Background: an optimization exercise with open tools, aiming at small area, a short achievable clock period and few clock cycles. Do not read the settings as production practice. At most, simulation tests tie the RTL to the original design; equivalence was not proved. Power and IR drop assume default switching activity.

==> inputs of job 9253 <==
Design Conv, start of the top module:
module Conv(
  clk,
  rst_n,
  image_valid,
  filter_valid,
  in_data,
  out_valid,
  out_data
);
clock: 6.0 ns
lec_check: 0
cap_margin: 20
core_margin: 2
core_utilization: 70
cts_buf_list: sky130_fd_sc_hd__clkbuf_8
cts_cluster_diameter: 100
cts_cluster_size: 40
setup_slack_margin: 3.9
slew_margin: 20
tns_end_percent: 100
run.sh (not shown) runs the stock make flow with config.mk's settings and CLKGATE_MAP_FILE= SYNTH_SCRIPT=/design/flow/synth_recipe.tcl, a recipe that flattens the netlist after the stock synthesis.
==> job 7707: changes against job 9253 <==
SETUP_SLACK_MARGIN = 3.5   (was 3.9)
TNS_END_PERCENT = default   (was 100)
==> job 8716: changes against job 9253 <==
--- a/flow/design.v
+++ b/flow/design.v
@@ -88,11 +88,11 @@
 logic [8:0] S_s, S_c;
 logic [5:0] Z;           
 logic [8:0] C;           
 logic [8:0] M0, M1, M2;  
 logic v0, v1;            
-logic [5:0] pos1;        
+logic codd, first, last;  
 wire u1_1, u1_2;
 assign {u1_2, u1_1} = (f[0][0] & q[14][2]) + (f[0][1] & q[14][1]) + (f[0][2] & q[14][0]);
 wire u1_3 = (f[0][1] & q[14][2]) ^ (f[0][2] & q[14][1]);
 wire u1_4 = (f[0][1] & q[14][2]) & (f[0][2] & q[14][1]);
 wire u1_5 = (f[0][0] & q[14][1]) ^ (f[0][1] & q[14][0]);
@@ -328,10 +328,12 @@
 wire csum_g3_7 = csum_g2_7 | (csum_p2_7 & csum_g2_3);
 wire csum_g3_8 = csum_g2_8 | (csum_p2_8 & csum_g2_4);
 wire csum_p3_8 = csum_p2_8 & csum_p2_4;
 wire csum_g4_8 = csum_g3_8 | (csum_p3_8 & csum_g0_0);
 wire [8:0] csum = {(csum_p0_8 ^ csum_g3_7), (csum_p0_7 ^ csum_g3_6), (csum_p0_6 ^ csum_g3_5), (csum_p0_5 ^ csum_g3_4), (csum_p0_4 ^ csum_g2_3), (csum_p0_3 ^ csum_g2_2), (csum_p0_2 ^ csum_g1_1), (csum_p0_1 ^ csum_g0_0), csum_p0_0};
+wire [2:0] cc = cnt[2:0];
+wire rodd = cnt[3] ^ (cc == 3'd0);
 always_ff @(posedge clk) begin
   if (filter_valid) begin
     for (int k = 0; k < 8; k++) f[k] <= f[k+1];
     f[8] <= in_data;
   end
@@ -347,27 +349,25 @@
     S_s <= s_a;
     S_c <= s_b;
   end
   Z <= m3(f[8], in_data);
   C <= csum;
-  pos1 <= cnt;
+  codd  <= ~cc[0];
+  first <= ~rodd & cc[0];
+  last  <= rodd & ~cc[0];
 end
-wire [2:0] cc = pos1[2:0];
-wire codd  = ~cc[0];                            
-wire rodd  = pos1[3] ^ (cc == 3'd0);            
-wire first = ~rodd & ~codd;
-wire last  = rodd & codd;
 logic [8:0] mx;
-always_comb mx = (C > M0) ? C : M0;
+wire gt = C > M0;
+always_comb mx = gt ? C : M0;
 always_ff @(posedge clk) begin
   if (v1) begin
     if (codd) begin
       M0 <= M1;
       M1 <= M2;
       M2 <= mx;
-    end else begin
-      M0 <= first ? C : mx;
+    end else if (first || gt) begin
+      M0 <= C;
     end
   end
 end
 assign out_data = M2;
 wire [2:0] row = cnt[5:3];
SETUP_SLACK_MARGIN = 3.5   (was 3.9)
TNS_END_PERCENT = default   (was 100)
==> comparison table <==
| metric | job 9253 | job 7707 | job 8716 |
|---|---|---|---|
| Maximum number of pins on one net before global-route repair | 61 | 70 | 64 |
| Total power divided by cell area | 453 mW/mm2 | 422 mW/mm2 | 410 mW/mm2 |
| Total Routed Length | 16.1 mm | 14.4 mm | 13.6 mm |
| Critical path fanouts, max | 5 | 14 | 4 |
| Post-CTS setup buffer count | 29 | 3 | 8 |
| Worst setup path endpoint | U2_c[4] | Z[3] | U2_c[4] |
| Gate count after technology mapping | 609 | 609 | 587 |
| Mean number of vias per cell | 5.62 | 5.56 | 5.39 |
| Clock Buffer Count | 17 | 20 | 17 |
| Switching share of power | 0.349 | 0.328 | 0.321 |
| Post-route insts no fill | 865 | 832 | 814 |
| Worst path arrival time | 2.68 ns | 2.90 ns | 2.69 ns |
| Int Power | 3.01 mW | 2.73 mW | 2.66 mW |
| Number of multi-input combinational cells | 321 | 321 | 303 |
| Run status | timing/DRC/antenna clean | timing/DRC/antenna clean | timing/DRC/antenna clean |
| Crit-path max cell delay | 0.52 ns | 0.82 ns | 0.52 ns |
| Data required, critical path | 6.23 ns | 6.33 ns | 6.21 ns |
| Leakage power figure | 4.20 nW | 4.02 nW | 3.96 nW |
| Synth Area in Adders | 0.203 | 0.203 | 0.207 |
| Number of filler cells placed in the layout | 617 | 729 | 728 |
| Comb. pwr | 1.81 mW | 1.35 mW | 1.23 mW |
| Most repeated library cell on the critical path | fa_1 | nand2_1 | fa_1 |
| Initial Utilization | 0.724 | 0.724 | 0.721 |
| Global-route wire length before repair | 24.6 mm | 23.2 mm | 22.8 mm |
| Initial DRC Count | 434 | 335 | 249 |
Testbench counts of job 9253, summed over its fixed seeds: cycles 9,600.
Testbench counts of job 7707, summed over its fixed seeds: cycles 9,600.
Function not checked in job 8716: the RTL went through the layout flow alone.

==> separate check: timing with driven ports <==
Ports are ideal in the flow. The routed layouts listed here were re-timed in OpenROAD.
Step 1 sets driving cells, clkbuf_16 on the clock port and buf_2 on the other inputs (assumed; they add their load-dependent delay and slew).
Step 2 adds t to the input delays and takes it off the output delays; t is the mean of the earliest and latest rising clock arrival at the registers after step 1. Input paths then give back, and output paths get back, about the clock's delay inside the block.
Three values: ideal ports, drivers, drivers and shift; two values: the first two.
| run | t (ns) | setup WS [ns] | hold WS [ns] | latest minus earliest clock arrival (ns) | worst slew at a driven data input, ns |
|---|---|---|---|---|---|
| job 9253 | 0.503 | 3.551 / 3.551 / 3.481 | 0.359 / 0.359 / 0.359 | 0.012 / 0.012 | 0.04 |
| job 7707 | 0.486 | 3.432 / 3.440 / 2.954 | 0.368 / 0.368 / 0.368 | 0.018 / 0.018 | 0.03 |
| job 8716 | 0.492 | 3.519 / 3.519 / 3.128 | 0.363 / 0.363 / 0.363 | 0.015 / 0.015 | 0.03 |
After both steps every run listed still meets setup and hold. For job 7707, which loses most, drivers alone change the setup slack by +0.008 ns; drivers and shift together by -0.478 ns.
